What follows belongs to an exercise in optimizing a design on an open flow for small area; a production flow would make more cautious choices. Function was checked by simulation only, so behaviour that the tests miss may differ from the original. The clock port is modelled as an ideal driver; clocking choices that lean on that would not hold on a real chip. Power is estimated from default activity; no workload was simulated.

job 8964:
==> flow/design.v <==
`timescale 1ns / 1ps
module Fitbit(
    input CLK,
    input start,
    input reset,
    input [1:0] select,
    output [6:0] sseg,
    output [3:0] an,
    output SI,
    output dp
    );
function [15:0] inc;
    input [15:0] x;
    integer i;
    reg c;
    begin
        c = 1'b1;
        for (i = 0; i < 16; i = i + 1) begin
            inc[i] = x[i] ^ c;
            c = c & x[i];
        end
    end
endfunction
function lt10;
    input [9:0] x;
    input [9:0] k;
    integer i;
    reg r, e;
    begin
        r = 1'b0;
        e = 1'b1;
        for (i = 9; i >= 0; i = i - 1) begin
            r = r | (e & ~x[i] & k[i]);
            e = e & ~(x[i] ^ k[i]);
        end
        lt10 = r;
    end
endfunction
function [3:0] dinc;
    input [3:0] d;
    begin
        dinc[0] = ~d[0];
        dinc[1] = (d[1] ^ d[0]) & ~d[3];
        dinc[2] = d[2] ^ (d[1] & d[0]);
        dinc[3] = (d[3] & ~d[0]) | (d[2] & d[1] & d[0]);
    end
endfunction
function [3:0] dadd6;
    input [3:0] d;
    reg lo;
    begin
        lo = ~d[3] & ~d[2];
        dadd6[0] = d[0];
        dadd6[1] = lo ? ~d[1] : (d[1] & ~d[3]);
        dadd6[2] = lo ? ~d[1] : d[3];
        dadd6[3] = lo & d[1];
    end
endfunction
assign dp = 1'b1;
function [12:0] lfsr;
    input [12:0] q;
    lfsr = {q[11:0], ~(q[12] ^ q[11] ^ q[1] ^ q[0])};
endfunction
function lfsr_end;
    input [12:0] q;
    lfsr_end = ~q[10] & ~q[9] & ~q[8] & ~q[7] & q[6] & q[4] & ~q[3] & q[2] & ~q[1] & ~q[0];
endfunction
reg [12:0] g_cnt;
reg        g_sec;
wire g_end  = lfsr_end(g_cnt);
wire g_tick = g_end & ~g_sec;
always @(posedge CLK) begin
    if (reset) begin
        g_cnt <= 13'd0;
        g_sec <= 1'b0;
    end else if (g_end) begin
        g_cnt <= 13'd1;           
        g_sec <= ~g_sec;
    end else
        g_cnt <= lfsr(g_cnt);
end
reg [9:0] hclk;
wire [15:0] h_inc = inc({6'd0, hclk});
always @(posedge CLK) begin
    if (reset)
        hclk <= 10'd0;
    else if (g_tick) begin
        if ((select == 2'b11) & start)
            hclk <= h_inc[9:0];
        else
            hclk <= 10'd0;
    end
end
reg [3:0] code;
always @(*) begin
    case (select)
        2'b00: code = 4'd1;
        2'b01: code = 4'd2;
        2'b10: code = 4'd3;
        default: begin
            if (hclk == 10'd0)                       code = 4'd4;
            else if (hclk == 10'd1)                  code = 4'd5;
            else if (hclk == 10'd2 || hclk == 10'd8) code = 4'd6;
            else if (hclk == 10'd3)                  code = 4'd7;
            else if (hclk == 10'd4)                  code = 4'd8;
            else if (hclk == 10'd5 || hclk == 10'd7) code = 4'd9;
            else if (hclk == 10'd6)                  code = 4'd10;
            else if (lt10(hclk, 10'd74))             code = 4'd11;
            else if (lt10(hclk, 10'd80))             code = 4'd12;
            else if (lt10(hclk, 10'd145))            code = 4'd13;
            else                                     code = 4'd0;
        end
    endcase
end
reg [8:0] half;
always @(*) begin
    case (code)
        4'd1:  half = 9'd156;
        4'd2:  half = 9'd78;
        4'd3:  half = 9'd39;
        4'd4:  half = 9'd250;
        4'd5:  half = 9'd152;
        4'd6:  half = 9'd76;
        4'd7:  half = 9'd185;
        4'd8:  half = 9'd71;
        4'd9:  half = 9'd167;
        4'd10: half = 9'd263;
        4'd11: half = 9'd72;
        4'd12: half = 9'd147;
        4'd13: half = 9'd40;
        default: half = 9'bxxxxxxxxx;
    endcase
end
reg [3:0] prev_code;
reg [8:0] p_cnt;
reg       pulse;
reg       step;           
wire same     = (code == prev_code);
wire p_run    = start & (code != 4'd0);
wire p_toggle = same & p_run & (&(p_cnt | ~half));
wire [15:0] p_inc = inc({7'd0, p_cnt});
always @(posedge CLK) begin
    if (reset)
        prev_code[3] <= 1'b1;
    else
        prev_code[3] <= code[3];
end
always @(posedge CLK) prev_code[2:0] <= code[2:0];
always @(posedge CLK) begin
    if (~same)
        p_cnt <= 9'd2;
    else if (p_run) begin
        if (p_toggle)
            p_cnt <= 9'd1;
        else
            p_cnt <= p_inc[8:0];
    end
end
always @(posedge CLK) begin
    if (reset) begin
        pulse <= 1'b0;
        step  <= 1'b0;
    end else begin
        pulse <= pulse ^ p_toggle;
        step  <= p_toggle & ~pulse;
    end
end
reg [12:0] t_cnt;
reg        t_sec;
wire t_end  = lfsr_end(t_cnt);
wire tick   = t_end & ~t_sec;
always @(posedge CLK) begin
    if (reset) begin
        t_cnt <= 13'd0;
        t_sec <= 1'b0;
    end else if (t_end) begin
        t_cnt <= 13'd0;
        t_sec <= ~t_sec;
    end else
        t_cnt <= lfsr(t_cnt);
end
reg [6:0] sps;
wire [15:0] sps_inc = inc({9'd0, sps});
wire over32 = sps[6] | (sps[5] & (|sps[4:0]));
wire high   = sps[6];
always @(posedge CLK) begin
    if (reset)
        sps <= 7'd0;
    else if (tick)
        sps <= {6'd0, step};
    else if (step & ~sps[6])
        sps <= sps_inc[6:0];
end
reg [3:0] nine;
reg [3:0] o32;
always @(posedge CLK) begin
    if (reset) begin
        nine <= 4'd0;
        o32  <= 4'd0;
    end else if (tick & ~(nine[3] & nine[0])) begin
        nine <= dinc(nine);
        if (over32)
            o32 <= dinc(o32);
    end
end
reg [5:0] hac;
wire [15:0] hac_inc = inc({10'd0, hac});
wire hac60  = hac[5] & hac[4] & hac[3] & hac[2];
wire over60 = hac[0];
wire ha_add = tick & hac60 & high;
always @(posedge CLK) begin
    if (reset)
        hac <= 6'd0;
    else if (tick) begin
        if (~high)
            hac <= 6'd0;
        else if (~(hac60 & hac[0]))
            hac <= hac_inc[5:0];
    end
end
reg [3:0] ha0, ha1, ha2, ha3;
wire add1  = ha_add & over60;
wire add60 = ha_add & ~over60;
wire c0 = add1 & ha0[3] & ha0[0];
wire c1 = (add60 & (ha1[3] | ha1[2])) | (c0 & ha1[3] & ha1[0]);
wire c2 = c1 & ha2[3] & ha2[0];
always @(posedge CLK) begin
    if (reset) begin
        ha0 <= 4'd0; ha1 <= 4'd0; ha2 <= 4'd0; ha3 <= 4'd0;
    end else begin
        if (add1)  ha0 <= dinc(ha0);
        if (add60) ha1 <= dadd6(ha1);
        else if (c0) ha1 <= dinc(ha1);
        if (c1) ha2 <= dinc(ha2);
        if (c2) ha3 <= dinc(ha3);
    end
end
reg [3:0] s0, s1, s2, s3;
wire sat  = s0[3] & s0[1];
wire all9 = s0[3] & s0[0] & s1[3] & s1[0] & s2[3] & s2[0] & s3[3] & s3[0];
wire sinc = step & ~all9;
wire sc0 = sinc & s0[3] & s0[0];
wire sc1 = sc0 & s1[3] & s1[0];
wire sc2 = sc1 & s2[3] & s2[0];
always @(posedge CLK) begin
    if (reset) begin
        s0 <= 4'd0; s1 <= 4'd0; s2 <= 4'd0; s3 <= 4'd0;
    end else begin
        if (step & all9) s0 <= 4'b1011;
        else if (sinc) s0 <= dinc(s0);
        if (sc0)  s1 <= dinc(s1);
        if (sc1)  s2 <= dinc(s2);
        if (sc2)  s3 <= dinc(s3);
    end
end
reg [10:0] pre;
reg [3:0]  m0, m1;
wire [15:0] pre_inc = inc({5'd0, pre});
wire minc = step & (&pre);
wire mc0  = minc & m0[3] & m0[0];
always @(posedge CLK) begin
    if (reset) begin
        pre <= 11'd0;
        m0  <= 4'd0;
        m1  <= 4'd0;
    end else begin
        if (step) pre <= pre_inc[10:0];
        if (minc) m0 <= dinc(m0);
        if (mc0)  m1 <= dinc(m1);
    end
end
reg [2:0] rot;
wire [15:0] rot_inc = inc({13'd0, rot});
always @(posedge CLK) begin
    if (reset)
        rot <= 3'd0;
    else if (tick)
        rot <= rot_inc[2:0];
end
wire [1:0] mode = rot[2:1];
assign SI = (mode == 2'd0) & sat;
reg [6:0] scan;
wire [15:0] scan_inc = inc({9'd0, scan});
always @(posedge CLK) begin
    if (reset)
        scan <= 7'd16;
    else
        scan <= scan_inc[6:0];
end
wire [1:0] dig = scan[6:5];
assign an = {~(dig == 2'd0), ~(dig == 2'd1), ~(dig == 2'd2), ~(dig == 2'd3)};
reg [3:0] d;
always @(*) begin
    case (mode)
        2'd0: case (dig)
                2'd0: d = s3;
                2'd1: d = s2;
                2'd2: d = s1;
                default: d = s0;
              endcase
        2'd1: case (dig)
                2'd0: d = m1;
                2'd1: d = m0;
                2'd2: d = 4'd15;
                default: d = {1'b0, pre[10], 1'b0, pre[10]};
              endcase
        2'd2: d = (dig == 2'd3) ? o32 : 4'd0;
        default: case (dig)
                2'd0: d = ha3;
                2'd1: d = ha2;
                2'd2: d = ha1;
                default: d = ha0;
              endcase
    endcase
end
reg [6:0] seg;
always @(*) begin
    if (d[3])
        seg = d[2] ? 7'b1110111 : (d[0] ? 7'b0000100 : 7'b0000000);
    else case (d[2:0])
        3'd0: seg = 7'b0000001;
        3'd1: seg = 7'b1001111;
        3'd2: seg = 7'b0010010;
        3'd3: seg = 7'b0000110;
        3'd4: seg = 7'b1001100;
        3'd5: seg = 7'b0100100;
        3'd6: seg = 7'b0100000;
        default: seg = 7'b0001111;
    endcase
end
assign sseg = seg;
endmodule
export LEC_CHECK = 0
export CAP_MARGIN = 20
export CORE_MARGIN = 2
export CORE_UTILIZATION = 55
export SLEW_MARGIN = 20
create_clock -name core_clock -period 25.0 [get_ports {CLK}]
standard.sh (not shown) runs the stock make flow with config.mk's settings and CLKGATE_MAP_FILE= SYNTH_SCRIPT=/design/flow/synth_recipe.tcl, a recipe that flattens the netlist after the stock synthesis.
==> flow/flow/run.sh <==
#!/bin/bash
# Own layout flow: the standard synthesis, then an area-oriented re-mapping of
# its combinational logic (the registers, their names and cells are kept as
# the standard synthesis made them), then the standard ORFS layout steps with
# a small clock tree and small port buffers.
set -euo pipefail
W=$(pwd)
F=$W/flow
R=$W/orfs/results/$FLOW_PLATFORM/Fitbit/base
LIB=$FLOW_HOME/platforms/sky130hd/lib/sky130_fd_sc_hd__tt_025C_1v80.lib

bash standard.sh synth > $W/log_1_standard_synth.txt 2>&1

cp $R/1_2_yosys.v $W/standard_synth.v
# Three ABC scripts run side by side; the smallest netlist that comes out
# is kept. ABC's don't-care pass can crash on some netlists, hence more than
# one; if all fail, the standard synthesis is kept unchanged.
best=""; best_area=""
for k in 1 2 3; do
  ( LIB=$LIB IN=$W/standard_synth.v OUT=$W/resynth_$k.v ABC=$F/area$k.abc \
      timeout 1200 yosys -c $F/resynth.tcl > $W/log_2_resynth_$k.txt 2>&1 || true ) &
done
wait
for k in 1 2 3; do
  a=$(grep "Chip area for top module" $W/log_2_resynth_$k.txt 2>/dev/null | awk '{print $NF}' || true)
  if [[ -n "$a" && -s $W/resynth_$k.v ]] && grep -q "^endmodule" $W/resynth_$k.v; then
    if [[ -z "$best" ]] || awk -v a="$a" -v b="$best_area" 'BEGIN{exit !(a<b)}'; then
      best=$k; best_area=$a
    fi
  fi
done
echo "resynth choice: ${best:-none} area ${best_area:-n/a}" > $W/log_2_resynth_choice.txt
if [[ -n "$best" ]]; then
  cp $W/resynth_$best.v $R/1_2_yosys.v
fi
rm -f $R/1_synth.odb $R/1_synth.sdc

CTS="-sink_clustering_enable -repair_clock_nets -dont_use_dummy_load $(cat $F/cts_args.txt)"
bash standard.sh finish \
  "CTS_ARGS=$CTS" \
  "BUFFER_PORTS_ARGS=-buffer_cell sky130_fd_sc_hd__buf_1" \
  "POST_CTS_TCL=$F/post_cts.tcl" \
  > $W/log_3_standard_finish.txt 2>&1
test -f $W/out/final.def
==> flow/flow/area1.abc <==
strash
balance -l
 resub -K 6 -l
 rewrite -l
 resub -K 6 -N 2 -l
 refactor -l
 resub -K 8 -l
 balance -l
 resub -K 8 -N 2 -l
 rewrite -l
 resub -K 10 -l
 rewrite -z -l
 resub -K 10 -N 2 -l
 balance -l
 resub -K 12 -l
 refactor -z -l
 resub -K 12 -N 2 -l
 rewrite -z -l
 balance -l

&get -n
&deepsyn -J 100 -T 500
&put
balance -l
 resub -K 6 -l
 rewrite -l
 resub -K 6 -N 2 -l
 refactor -l
 resub -K 8 -l
 balance -l
 resub -K 8 -N 2 -l
 rewrite -l
 resub -K 10 -l
 rewrite -z -l
 resub -K 10 -N 2 -l
 balance -l
 resub -K 12 -l
 refactor -z -l
 resub -K 12 -N 2 -l
 rewrite -z -l
 balance -l

&get -n
&dch -f
&nf -R 1000
&put
mfs3 -ar
mfs3 -a
mfs3 -ar
==> flow/flow/area2.abc <==
strash
balance -l
 resub -K 6 -l
 rewrite -l
 resub -K 6 -N 2 -l
 refactor -l
 resub -K 8 -l
 balance -l
 resub -K 8 -N 2 -l
 rewrite -l
 resub -K 10 -l
 rewrite -z -l
 resub -K 10 -N 2 -l
 balance -l
 resub -K 12 -l
 refactor -z -l
 resub -K 12 -N 2 -l
 rewrite -z -l
 balance -l

&get -n
&deepsyn -J 100 -T 500
&put
balance -l
 resub -K 6 -l
 rewrite -l
 resub -K 6 -N 2 -l
 refactor -l
 resub -K 8 -l
 balance -l
 resub -K 8 -N 2 -l
 rewrite -l
 resub -K 10 -l
 rewrite -z -l
 resub -K 10 -N 2 -l
 balance -l
 resub -K 12 -l
 refactor -z -l
 resub -K 12 -N 2 -l
 rewrite -z -l
 balance -l

&get -n
&dch -f
&nf -R 1000
&put
mfs3 -a
mfs3 -a
==> flow/flow/area3.abc <==
strash
balance -l
 resub -K 6 -l
 rewrite -l
 resub -K 6 -N 2 -l
 refactor -l
 resub -K 8 -l
 balance -l
 resub -K 8 -N 2 -l
 rewrite -l
 resub -K 10 -l
 rewrite -z -l
 resub -K 10 -N 2 -l
 balance -l
 resub -K 12 -l
 refactor -z -l
 resub -K 12 -N 2 -l
 rewrite -z -l
 balance -l

&get -n
&deepsyn -J 100 -T 400 -v
&put
balance -l
 resub -K 6 -l
 rewrite -l
 resub -K 6 -N 2 -l
 refactor -l
 resub -K 8 -l
 balance -l
 resub -K 8 -N 2 -l
 rewrite -l
 resub -K 10 -l
 rewrite -z -l
 resub -K 10 -N 2 -l
 balance -l
 resub -K 12 -l
 refactor -z -l
 resub -K 12 -N 2 -l
 rewrite -z -l
 balance -l

&get -n
&dch -f
&nf -R 1000
&put
==> flow/flow/post_cts.tcl <==
estimate_parasitics -placement
set limit 0.095
foreach inst [get_cells -filter "ref_name == sky130_fd_sc_hd__clkbuf_4"] {
  set net [get_nets -of_objects [get_pins [get_full_name $inst]/X]]
  set worst 0
  foreach pin [get_pins -of_objects $net -filter "direction == input"] {
    set s [get_property $pin slew_max]
    if {$s > $worst} { set worst $s }
  }
  if {$worst > $limit} {
    puts "post_cts: [get_full_name $inst] worst sink slew $worst, upsizing"
    replace_cell $inst sky130_fd_sc_hd__clkbuf_8
  }
}
detailed_placement
estimate_parasitics -placement
==> flow/flow/resynth.tcl <==
# Re-map the combinational logic of the standard synthesis for area.
# Flip-flops and tie cells stay as they are (same instances, names, cells).
yosys read_liberty -ignore_miss_func $::env(LIB)
yosys read_verilog $::env(IN)
yosys hierarchy -top Fitbit
yosys setattr -mod -set keep_hierarchy 1 sky130_fd_sc_hd__dfxtp_1 sky130_fd_sc_hd__conb_1
yosys flatten
yosys opt_clean
yosys abc -liberty $::env(LIB) -script $::env(ABC) -dont_use *lpflow* -dont_use *probe*
yosys opt_clean -purge
yosys hilomap -singleton -hicell sky130_fd_sc_hd__conb_1 HI -locell sky130_fd_sc_hd__conb_1 LO
yosys opt_clean -purge
yosys stat -liberty $::env(LIB)
yosys select Fitbit
yosys write_verilog -selected -noattr -nohex -nodec $::env(OUT)
Other scripts of this flow, unchanged in this note and not shown: flow/flow/cts_args.txt
[inputs] job 5275 vs job 8964
==> flow/flow/run.sh <==
#!/bin/bash
# Own layout flow: the standard synthesis, then an area-oriented re-mapping of
# its combinational logic (the registers, their names and cells are kept as
# the standard synthesis made them), then the standard ORFS layout steps with
# a small clock tree and small port buffers.
set -euo pipefail
W=$(pwd)
F=$W/flow
R=$W/orfs/results/$FLOW_PLATFORM/Fitbit/base
LIB=$FLOW_HOME/platforms/sky130hd/lib/sky130_fd_sc_hd__tt_025C_1v80.lib

bash standard.sh synth > $W/log_1_standard_synth.txt 2>&1

cp $R/1_2_yosys.v $W/standard_synth.v
LIB=$LIB IN=$W/standard_synth.v OUT=$W/resynth.v ABC=$F/area.abc \
  yosys -c $F/resynth.tcl > $W/log_2_resynth.txt 2>&1
cp $W/resynth.v $R/1_2_yosys.v
rm -f $R/1_synth.odb $R/1_synth.sdc

CTS="-sink_clustering_enable -repair_clock_nets -dont_use_dummy_load $(cat $F/cts_args.txt)"
bash standard.sh finish \
  "CTS_ARGS=$CTS" \
  "BUFFER_PORTS_ARGS=-buffer_cell sky130_fd_sc_hd__buf_1" \
  "POST_CTS_TCL=$F/post_cts.tcl" \
  > $W/log_3_standard_finish.txt 2>&1
test -f $W/out/final.def
==> flow/flow/area.abc (new file) <==
strash
balance -l
 resub -K 6 -l
 rewrite -l
 resub -K 6 -N 2 -l
 refactor -l
 resub -K 8 -l
 balance -l
 resub -K 8 -N 2 -l
 rewrite -l
 resub -K 10 -l
 rewrite -z -l
 resub -K 10 -N 2 -l
 balance -l
 resub -K 12 -l
 refactor -z -l
 resub -K 12 -N 2 -l
 rewrite -z -l
 balance -l

&get -n
&deepsyn -J 100 -T 500
&put
balance -l
 resub -K 6 -l
 rewrite -l
 resub -K 6 -N 2 -l
 refactor -l
 resub -K 8 -l
 balance -l
 resub -K 8 -N 2 -l
 rewrite -l
 resub -K 10 -l
 rewrite -z -l
 resub -K 10 -N 2 -l
 balance -l
 resub -K 12 -l
 refactor -z -l
 resub -K 12 -N 2 -l
 rewrite -z -l
 balance -l

&get -n
&dch -f
&nf -R 1000
&put
mfs3 -ar
mfs3 -a
mfs3 -ar
removed: flow/flow/area1.abc
removed: flow/flow/area2.abc
removed: flow/flow/area3.abc
Findings:
Job 5275 was carried through to the last stage, and its layout satisfied the timing, design-rule and antenna checks. Reported for job 8964 and job 5275, final setup slack of the worst path turned out identical to the last digit. On CTS clock-pin slew for the worst setup and hold paths, job 5275 tracks job 8964 almost exactly. Total wirelength of the detailed-routed design of job 5275 is on par with job 8964.
Setup changes, job 5275 to job 735
diff --git a/flow/flow/run.sh b/flow/flow/run.sh
--- a/flow/flow/run.sh
+++ b/flow/flow/run.sh
@@ -22,5 +22,4 @@
   "CTS_ARGS=$CTS" \
   "BUFFER_PORTS_ARGS=-buffer_cell sky130_fd_sc_hd__buf_1" \
-  "POST_CTS_TCL=$F/post_cts.tcl" \
   > $W/log_3_standard_finish.txt 2>&1
 test -f $W/out/final.def
removed: flow/flow/post_cts.tcl
## What came out
Job 5275 -> job 735: clock buffer count in the final layout delta 0, exact match
Smallest setup slack after layout: job 735 and job 5275 compared, higher one is job 735
Re wire length on met1: job 735 is about 1.2% up on job 5275.
Total power went down by a few percent going from job 5275 to job 735.

separate check: timing with driven ports:
No port has a modelled driver above. Below, the same layouts with a new extraction and two added sets of constraints. Step 1 (the two cells are an assumption about what drives the block):
set clk [get_ports {CLK}]
set_driving_cell -lib_cell sky130_fd_sc_hd__clkbuf_16 $clk
set_driving_cell -lib_cell sky130_fd_sc_hd__buf_2 [delete_from_list [all_inputs] $clk]
Step 2 times the ports against the registers' clock, not the clock port: input delays grow and output delays shrink by t, the midpoint of the rising clock arrivals with the driver on. a / b / c = ideal ports / drivers / drivers and shift; a / b = the first two.
run | t, ns | setup slack, ns | hold WS [ns]
job 8964 | 0.436 | 16.644 / 16.612 / 17.048 | 0.431 / 0.431 / 0.431
job 5275 | 0.436 | 16.644 / 16.612 / 17.048 | 0.431 / 0.431 / 0.431
job 735 | 0.436 | 16.686 / 16.654 / 17.090 | 0.441 / 0.441 / 0.441
After both steps setup and hold are still met in every run listed.
